This is an optimization exercise on Yosys and OpenROAD, whose aim is small area, not a production implementation.
Function was checked by simulation only, so behaviour that the tests miss may differ from the original.
Power and IR drop assume default switching activity.

==> inputs of run a <==
==> flow/design.v <==
module ASP #(parameter data_size = 32, parameter tag_size = 8, parameter mem_depth = 256) (
    input clk,
    input reset,
    input data_parity_ready_in,
    input[(data_size):0] data_parity_in,
    input network_data_ready_in,
    input network_ACK_in,
    input[(data_size+tag_size-1):0] network_data_tag_in,
    output parity_error_out,
    output host_data_ready_out,
    output[(data_size-1):0] host_data_out,
    output network_data_ready_out,
    output network_ACK_out,
    output[(data_size+tag_size-1):0] network_data_tag_out
);
    function [7:0] tag;
        input [31:0] d;
        reg [7:0] b0, b1, b2, b3;
        begin
            b0 = ~d[7:0];
            b1 = d[15:8];
            b2 = ~d[23:16];
            b3 = ~d[31:24];
            tag = {b0[2:0], b0[7:3]} ^ {b1[2:0], b1[7:3]} ^ {b2[5:0], b2[7:6]} ^ {b3[0], b3[7:1]};
        end
    endfunction
    wire e_in = ^data_parity_in;
    wire m_in = (network_data_tag_in[7:0] == tag(network_data_tag_in[39:8]));
    wire a_in = network_data_ready_in & ~network_ACK_in & m_in;
    wire t_in = ~network_data_ready_in & data_parity_ready_in & ~e_in;
    reg [31:0] h1, n1, x2, x3, y2, y3;
    reg e1, e2, e3, a1, a2, a3, t1, t2, t3;
    reg xn1;   
    always @(posedge clk) begin
        h1 <= data_parity_in[32:1];
        n1 <= network_data_tag_in[39:8];
        xn1 <= a_in & ~e_in;
        x2 <= ({32{e1}} & h1) | ({32{xn1}} & n1);
        y2 <= ({32{a1}} & n1) | ({32{t1}} & h1);
        x3 <= x2;
        y3 <= y2;
        if (reset) begin
            {e1, a1, t1} <= 3'b000;
            {e2, a2, t2} <= 3'b000;
            {e3, a3, t3} <= 3'b000;
        end else begin
            {e1, a1, t1} <= {e_in, a_in, t_in};
            {e2, a2, t2} <= {e1, a1, t1};
            {e3, a3, t3} <= {e2, a2, t2};
        end
    end
    assign parity_error_out       = ~reset & e3;
    assign host_data_ready_out    = ~reset & (e3 | a3);
    assign network_data_ready_out = ~reset & (t3 | a3);
    assign network_ACK_out        = ~reset & a3;
    assign host_data_out          = x3;
    assign network_data_tag_out   = {y3, tag(y3)};
endmodule
==> flow/flow/run.sh <==
#!/bin/bash
set -euo pipefail
export BUFFER_PORTS_ARGS="-buffer_cell sky130_fd_sc_hd__buf_1"
export CTS_ARGS="-sink_clustering_enable -repair_clock_nets -dont_use_dummy_load -buf_list sky130_fd_sc_hd__clkbuf_4 -sink_clustering_size 12 -sink_clustering_max_diameter 40"
bash standard.sh > standard.log 2>&1
==> flow/standard.sh <==
#!/bin/bash
# synth_recipe.tcl (not shown) runs the flow's synth.tcl, then flattens the netlist and writes it again
# the make line also repeats each setting of config.mk as NAME=value (left out here)
make -C /OpenROAD-flow-scripts/flow DESIGN_CONFIG=/design/flow/config.mk WORK_HOME=/design/flow/orfs CLKGATE_MAP_FILE= SYNTH_SCRIPT=/design/flow/synth_recipe.tcl "${@:-finish}"
==> flow/config.mk <==
export PLATFORM = sky130hd
export DESIGN_NAME = ASP
export DESIGN_NICKNAME = ASP
export VERILOG_FILES = /design/flow/design.v
export SDC_FILE = /design/flow/constraint.sdc
export NUM_CORES = 4
export LEC_CHECK = 0
export CAP_MARGIN = 20
export CORE_MARGIN = 2
export CORE_UTILIZATION = 70
export GPL_TIMING_DRIVEN = 0
export SLEW_MARGIN = 20
==> flow/constraint.sdc <==
create_clock -name core_clock -period 5.0 [get_ports {clk}]
set_input_delay 1.0000 -clock core_clock [delete_from_list [all_inputs] [get_ports {clk}]]
set_output_delay 1.0000 -clock core_clock [all_outputs]
set_load 0.01 [all_outputs]
==> run b (differences from run a) <==
--- a/flow/design.v
+++ b/flow/design.v
@@ -24,19 +24,19 @@
             tag = {b0[2:0], b0[7:3]} ^ {b1[2:0], b1[7:3]} ^ {b2[5:0], b2[7:6]} ^ {b3[0], b3[7:1]};
         end
     endfunction
+    wire [31:0] h = data_parity_in[32:1];
+    wire [31:0] n = network_data_tag_in[39:8];
     wire e_in = ^data_parity_in;
-    wire m_in = (network_data_tag_in[7:0] == tag(network_data_tag_in[39:8]));
+    wire m_in = (tag(n) == network_data_tag_in[7:0]);
     wire a_in = network_data_ready_in & ~network_ACK_in & m_in;
     wire t_in = ~network_data_ready_in & data_parity_ready_in & ~e_in;
-    reg [31:0] h1, n1, x2, x3, y2, y3;
+    reg [31:0] x1, x2, x3, y1, y2, y3;
     reg e1, e2, e3, a1, a2, a3, t1, t2, t3;
-    reg xn1;   
     always @(posedge clk) begin
-        h1 <= data_parity_in[32:1];
-        n1 <= network_data_tag_in[39:8];
-        xn1 <= a_in & ~e_in;
-        x2 <= ({32{e1}} & h1) | ({32{xn1}} & n1);
-        y2 <= ({32{a1}} & n1) | ({32{t1}} & h1);
+        x1 <= e_in ? h : n;
+        y1 <= network_data_ready_in ? n : h;
+        x2 <= x1;
+        y2 <= y1;
         x3 <= x2;
         y3 <= y2;
         if (reset) begin
==> flow/flow/run.sh (replaced) <==
#!/bin/bash
set -euo pipefail
export BUFFER_PORTS_ARGS="-buffer_cell sky130_fd_sc_hd__buf_1"
bash standard.sh > standard.log 2>&1
CORE_UTILIZATION = 40   (was 70)
GPL_TIMING_DRIVEN = unset   (was 0)
==> results.txt <==
Worst hold margin: run b 0.3138 ns; run a 0.3180 ns
Number of non-clock buffers: run b 153; run a 169
Number of clock sinks: run b 201; run a 202
Master of the slowest instance on the critical path: run b sky130_fd_sc_hd__xnor3_2; run a sky130_fd_sc_hd__clkbuf_1
Total number of vias: run b 3,134; run a 3,415
Met1 track utilization from global routing: run b 17.40%; run a 29.72%
Layout cells sized above 1: run b 17.79%; run a 3.922%
Worst Max-Slew Pin Slew: run b 1.039 ns; run a 0.6174 ns
Post-Syn Nets: run b 458; run a 466
Initial Util: run b 41.04%; run a 71.92%
Met3 Use GR: run b 4.244%; run a 4.271%
Depth of the worst register-to-register path: run b 1; run a 3
Chip height: run b 123.3 microns; run a 93.11 microns
Run status: run b finished clean; run a finished clean
FF+latch count, synth: run b 201; run a 202
Count of standard-cell rows: run b 43; run a 32
Multi-In Gates: run b 171; run a 170
Area of all placed cells without fillers: run b 0.007129 sq mm; run a 0.006410 sq mm
Data arrival at the endpoint of the critical path: run b 3.40 ns; run a 1.70 ns
Fraction of the mapped netlist area in compound gates: run b 0%; run a 10.09%

---

==> build 30 <==
Starts from the design.v that is shown in full above.
clock: 5.0 ns
lec_check: 0
cap_margin: 20
core_margin: 2
core_utilization: 70
slew_margin: 20
standard.sh (not shown) runs the stock make flow with config.mk's settings and CLKGATE_MAP_FILE= SYNTH_SCRIPT=/design/flow/synth_recipe.tcl, a recipe that flattens the netlist after the stock synthesis.
==> flow/flow/run.sh <==
#!/bin/bash
set -euo pipefail
export BUFFER_PORTS_ARGS="-buffer_cell sky130_fd_sc_hd__buf_1"
export CTS_ARGS="-sink_clustering_enable -repair_clock_nets -dont_use_dummy_load -buf_list sky130_fd_sc_hd__clkbuf_4 -sink_clustering_size 12 -sink_clustering_max_diameter 50"
bash standard.sh > standard.log 2>&1
==> trial 31: changes against build 30 <==
==> flow/design.v, changed modules only <==
module ASP #(parameter data_size = 32, parameter tag_size = 8, parameter mem_depth = 256) (
    input clk,
    input reset,
    input data_parity_ready_in,
    input[(data_size):0] data_parity_in,
    input network_data_ready_in,
    input network_ACK_in,
    input[(data_size+tag_size-1):0] network_data_tag_in,
    output parity_error_out,
    output host_data_ready_out,
    output[(data_size-1):0] host_data_out,
    output network_data_ready_out,
    output network_ACK_out,
    output[(data_size+tag_size-1):0] network_data_tag_out
);
    function [7:0] tag;
        input [31:0] d;
        reg [7:0] b0, b1, b2, b3;
        begin
            b0 = ~d[7:0];
            b1 = d[15:8];
            b2 = ~d[23:16];
            b3 = ~d[31:24];
            tag = {b0[2:0], b0[7:3]} ^ {b1[2:0], b1[7:3]} ^ {b2[5:0], b2[7:6]} ^ {b3[0], b3[7:1]};
        end
    endfunction
    wire [31:0] h = data_parity_in[32:1];
    wire [31:0] n = network_data_tag_in[39:8];
    wire e_in = ^data_parity_in;
    wire m_in = (tag(n) == network_data_tag_in[7:0]);
    wire a_in = network_data_ready_in & ~network_ACK_in & m_in;
    wire t_in = ~network_data_ready_in & data_parity_ready_in & ~e_in;
    reg [31:0] x1, x2, x3, y1, y2, y3;
    reg e1, e2, e3, a1, a2, a3, t1, t2, t3;
    always @(posedge clk) begin
        x1 <= e_in ? h : n;
        y1 <= network_data_ready_in ? n : h;
        x2 <= x1;
        y2 <= y1;
        x3 <= x2;
        y3 <= y2;
        if (reset) begin
            {e1, a1, t1} <= 3'b000;
            {e2, a2, t2} <= 3'b000;
            {e3, a3, t3} <= 3'b000;
        end else begin
            {e1, a1, t1} <= {e_in, a_in, t_in};
            {e2, a2, t2} <= {e1, a1, t1};
            {e3, a3, t3} <= {e2, a2, t2};
        end
    end
    assign parity_error_out       = ~reset & e3;
    assign host_data_ready_out    = ~reset & (e3 | a3);
    assign network_data_ready_out = ~reset & (t3 | a3);
    assign network_ACK_out        = ~reset & a3;
    assign host_data_out          = x3;
    assign network_data_tag_out   = {y3, tag(y3)};
endmodule
==> flow/run.sh (new file) <==
#!/bin/bash
# synth_recipe.tcl (not shown) runs the flow's synth.tcl, then flattens the netlist and writes it again
# the make line also repeats each setting of config.mk as NAME=value (left out here)
make -C /OpenROAD-flow-scripts/flow DESIGN_CONFIG=/design/flow/config.mk WORK_HOME=/design/flow/orfs CLKGATE_MAP_FILE= SYNTH_SCRIPT=/design/flow/synth_recipe.tcl finish
--- a/flow/config.mk
+++ b/flow/config.mk
@@ -7,5 +7,5 @@
 export LEC_CHECK = 0
 export CAP_MARGIN = 20
 export CORE_MARGIN = 2
-export CORE_UTILIZATION = 70
+export CORE_UTILIZATION = 40
 export SLEW_MARGIN = 20
removed: flow/flow/run.sh
removed: flow/standard.sh
==> build 86: changes against build 30 <==
==> flow/design.v, changed modules only <==
module ASP #(parameter data_size = 32, parameter tag_size = 8, parameter mem_depth = 256) (
    input clk,
    input reset,
    input data_parity_ready_in,
    input[(data_size):0] data_parity_in,
    input network_data_ready_in,
    input network_ACK_in,
    input[(data_size+tag_size-1):0] network_data_tag_in,
    output parity_error_out,
    output host_data_ready_out,
    output[(data_size-1):0] host_data_out,
    output network_data_ready_out,
    output network_ACK_out,
    output[(data_size+tag_size-1):0] network_data_tag_out
);
    function [7:0] tag;
        input [31:0] d;
        reg [7:0] b0, b1, b2, b3;
        begin
            b0 = ~d[7:0];
            b1 = d[15:8];
            b2 = ~d[23:16];
            b3 = ~d[31:24];
            tag = {b0[2:0], b0[7:3]} ^ {b1[2:0], b1[7:3]} ^ {b2[5:0], b2[7:6]} ^ {b3[0], b3[7:1]};
        end
    endfunction
    wire [31:0] h = data_parity_in[32:1];
    wire [31:0] n = network_data_tag_in[39:8];
    wire e_in = ^data_parity_in;
    wire m_in = (tag(n) == network_data_tag_in[7:0]);
    wire a_in = network_data_ready_in & ~network_ACK_in & m_in;
    wire t_in = ~network_data_ready_in & data_parity_ready_in & ~e_in;
    reg [31:0] x1, x2, x3, y1, y2, y3;
    reg e1, e2, e3, a1, a2, a3, t1, t2, t3;
    always @(posedge clk) begin
        x1 <= e_in ? h : n;
        y1 <= network_data_ready_in ? n : h;
        x2 <= x1;
        y2 <= y1;
        x3 <= x2;
        y3 <= y2;
        if (reset) begin
            {e1, a1, t1} <= 3'b000;
            {e2, a2, t2} <= 3'b000;
            {e3, a3, t3} <= 3'b000;
        end else begin
            {e1, a1, t1} <= {e_in, a_in, t_in};
            {e2, a2, t2} <= {e1, a1, t1};
            {e3, a3, t3} <= {e2, a2, t2};
        end
    end
    assign parity_error_out       = ~reset & e3;
    assign host_data_ready_out    = ~reset & (e3 | a3);
    assign network_data_ready_out = ~reset & (t3 | a3);
    assign network_ACK_out        = ~reset & a3;
    assign host_data_out          = x3;
    assign network_data_tag_out   = {y3, tag(y3)};
endmodule
==> flow/flow/run.sh (replaced) <==
#!/bin/bash
set -euo pipefail
export BUFFER_PORTS_ARGS="-buffer_cell sky130_fd_sc_hd__buf_1"
bash standard.sh > standard.log 2>&1
--- a/flow/config.mk
+++ b/flow/config.mk
@@ -5,7 +5,9 @@
 export SDC_FILE = /design/flow/constraint.sdc
 export NUM_CORES = 4
 export LEC_CHECK = 0
+export ABC_AREA = 1
 export CAP_MARGIN = 20
 export CORE_MARGIN = 2
-export CORE_UTILIZATION = 70
+export CORE_UTILIZATION = 40
+export CTS_BUF_LIST = sky130_fd_sc_hd__clkbuf_4
 export SLEW_MARGIN = 20
==> build 65: changes against build 30 <==
--- a/flow/design.v
+++ b/flow/design.v
@@ -30,12 +30,10 @@
     wire t_in = ~network_data_ready_in & data_parity_ready_in & ~e_in;
     reg [31:0] h1, n1, x2, x3, y2, y3;
     reg e1, e2, e3, a1, a2, a3, t1, t2, t3;
-    reg xn1;   
     always @(posedge clk) begin
         h1 <= data_parity_in[32:1];
         n1 <= network_data_tag_in[39:8];
-        xn1 <= a_in & ~e_in;
-        x2 <= ({32{e1}} & h1) | ({32{xn1}} & n1);
+        x2 <= ({32{e1}} & h1) | ({32{a1 & ~e1}} & n1);
         y2 <= ({32{a1}} & n1) | ({32{t1}} & h1);
         x3 <= x2;
         y3 <= y2;
==> flow/flow/run.sh (replaced) <==
#!/bin/bash
# The standard layout, with three changes:
#  - the combinational logic of the standard synthesis is mapped again by ABC for area
#    (flip-flops untouched: same cells, same names);
#  - the port buffers are inserted as the smallest buffer cell;
#  - the clock tree uses small clustered buffers and no dummy loads.
set -euo pipefail
export BUFFER_PORTS_ARGS="-buffer_cell sky130_fd_sc_hd__buf_1"
export CTS_ARGS="-sink_clustering_enable -repair_clock_nets -dont_use_dummy_load -buf_list sky130_fd_sc_hd__clkbuf_16 -sink_clustering_size 45 -sink_clustering_max_diameter 60"
R=orfs/results/$FLOW_PLATFORM/ASP/base
LIB=$FLOW_HOME/platforms/$FLOW_PLATFORM/lib/sky130_fd_sc_hd__tt_025C_1v80.lib

bash standard.sh synth > standard_synth.log 2>&1

python3 flow/comblib.py $LIB comb.lib > comblib.log 2>&1
DU=$(sed -n '/DONT_USE_CELLS/,/^#/p' $FLOW_HOME/platforms/$FLOW_PLATFORM/config.mk | grep -o 'sky130_fd_sc_hd__[A-Za-z0-9_]*' | sed 's/^/-dont_use /' | tr '\n' ' ')
cp $R/1_2_yosys.v standard_1_2_yosys.v
cat > resynth.ys <<EOY
read_liberty -ignore_miss_func comb.lib
read_liberty -lib -nooverwrite $LIB
read_verilog standard_1_2_yosys.v
hierarchy -top $FLOW_TOP
flatten
rename -hide w:*.*
opt_clean
abc -liberty $LIB $DU -script flow/area.script
read_liberty -lib -overwrite $LIB
hierarchy -top $FLOW_TOP
splitnets
opt_clean -purge
hilomap -singleton -hicell sky130_fd_sc_hd__conb_1 HI -locell sky130_fd_sc_hd__conb_1 LO
insbuf -buf sky130_fd_sc_hd__buf_4 A X
check -assert -mapped
stat -liberty $LIB
write_verilog -noattr -nohex -nodec resynth.v
EOY
yosys -s resynth.ys > resynth.log 2>&1
cp resynth.v $R/1_2_yosys.v

bash standard.sh > standard.log 2>&1
==> flow/flow/area.script (new file) <==
strash
dch
amap
strash
dch
amap
topo
==> flow/flow/comblib.py (new file) <==
# Writes comb.lib: the platform's liberty file with only its combinational cells, so that
# Yosys can read their functions while the flip-flop cells stay black boxes.
import re, sys
src, dst = sys.argv[1], sys.argv[2]
t = open(src).read()
m = re.search(r'\n\s*cell\s*\(', t)
head, pos, keep = t[:m.start()], m.start(), []
while True:
    m = re.search(r'\n\s*cell\s*\(', t[pos:])
    if not m:
        break
    s = pos + m.start()
    k, d = t.index('{', s), 0
    while True:
        if t[k] == '{':
            d += 1
        elif t[k] == '}':
            d -= 1
            if d == 0:
                break
        k += 1
    cell = t[s:k + 1]
    if not re.search(r'\b(ff|latch|statetable)\s*\(', cell):
        keep.append(cell)
    pos = k + 1
open(dst, 'w').write(head + ''.join(keep) + t[pos:])
==> summary.md <==
| Metric | Value |
|---|---|
| Status | `no timing/DRC/antenna violations` |
| Post-Syn Area | `6550 sq um` |
| Die Wd | `132 um` |
| Critical path's slowest cell | `buf_1` |
| Seq power | `between 0.0015 and 0.002 W` |
| Hpwl dp | `10300 um` |
| Clock latency (worst-skew pair) | `0.61 ns` |
| Flop-to-flop setup slack | `4.48 ns` |
| Top post-synthesis cells by count | `204 x nand2_1, 201 x dfxtp_1, 46 x xnor2_1, 42 x inv_1, 36 x nand3_1` |
| Core footprint | `15900 sq um` |
| FILL cells | `1557` |
| Clock-cell share | `0.0760` |
Source of the figures above: build 86

==> summary.md <==
| Metric | Value |
|---|---|
| Status | `no timing/DRC/antenna violations` |
| Critical path's slowest cell | `clkdlybuf4s50_1` |
| Clock latency (worst-skew pair) | `0.46 ns` |
| Hpwl dp | `7950 um` |
| Core footprint | `13900 sq um` |
| Post-Syn Area | `between 5000 and 6000 sq um` |
| Clock-cell share | `0.0816` |
Source of the figures above: trial 31

==> summary.md <==
| Metric | Value |
|---|---|
| Flop-to-flop setup slack | `3.45 ns` |
| Status | `no timing/DRC/antenna violations` |
| Clock latency (worst-skew pair) | `about 0.54 ns` |
| Seq power | `about 0.0019 W` |
| Core footprint | `around 7700 sq um` |
| FILL cells | `462` |
| Critical path's slowest cell | `buf_1` |
| Top post-synthesis cells by count | `202 x dfxtp_1, 75 x xnor2_1, 64 x a22o_1, 16 x clkbuf_1, 10 x xor2_1` |
| Hpwl dp | `7880 um` |
| Clock-cell share | `0.0235` |
| Die Wd | `93.1 um` |
Source of the figures above: build 30

==> summary.md <==
| Metric | Value |
|---|---|
| Flop-to-flop setup slack | `3.30 ns` |
| Critical path's slowest cell | `buf_1` |
| Hpwl dp | `between 8000 and 9000 um` |
| CTS buffer count | `11` |
| N_taps | `102` |
| Post-Syn Area | `5500 sq um` |
| Clock latency (worst-skew pair) | `0.46 ns` |
| Seq power | `between 0.0015 and 0.002 W` |
| FILL cells | `~450` |
| Status | `no timing/DRC/antenna violations` |
| Clock-cell share | `0.0424` |
| Die Wd | `92.6 um` |
Source of the figures above: build 65

separate check: timing with driven ports:
How much do the figures lean on ideal ports? The routed layouts below were timed once more, with nothing changed but the port constraints. Step 1 assumes that a clkbuf_16 drives the clock port and a buf_2 every other input. Step 2 moves the port delays by t, midway between the first and last clock arrival at a register: inputs arrive t later, outputs are due t later. That takes back most of the time a late clock gives input paths. a / b / c = no drivers / after step 1 / after step 2; a / b = the first two.
| run | shift t [ns] | setup WS [ns] | hold WS [ns] | latest minus earliest clock arrival (ns) |
|---|---|---|---|---|
| run a | 0.600 | 2.301 / 2.266 / 2.266 | 0.318 / 0.318 / 0.318 | 0.019 / 0.018 |
| run b | 0.504 | 1.949 / 1.965 / 1.461 | 0.314 / 0.314 / 0.314 | 0.010 / 0.010 |
| build 30 | 0.566 | 2.106 / 2.075 / 2.075 | 0.331 / 0.331 / 0.331 | 0.021 / 0.021 |
| trial 31 | 0.498 | 1.419 / 1.395 / 1.168 | 0.319 / 0.319 / 0.319 | 0.013 / 0.013 |
| build 86 | 0.639 | 2.344 / 2.318 / 1.839 | 0.312 / 0.312 / 0.312 | 0.030 / 0.031 |
| build 65 | 0.481 | 2.186 / 2.164 / 2.064 | 0.286 / 0.286 / 0.286 | 0.040 / 0.040 |
After both steps setup and hold are still met in every run listed. For build 86, which loses most, drivers alone change the setup slack by -0.026 ns; drivers and shift together by -0.505 ns.
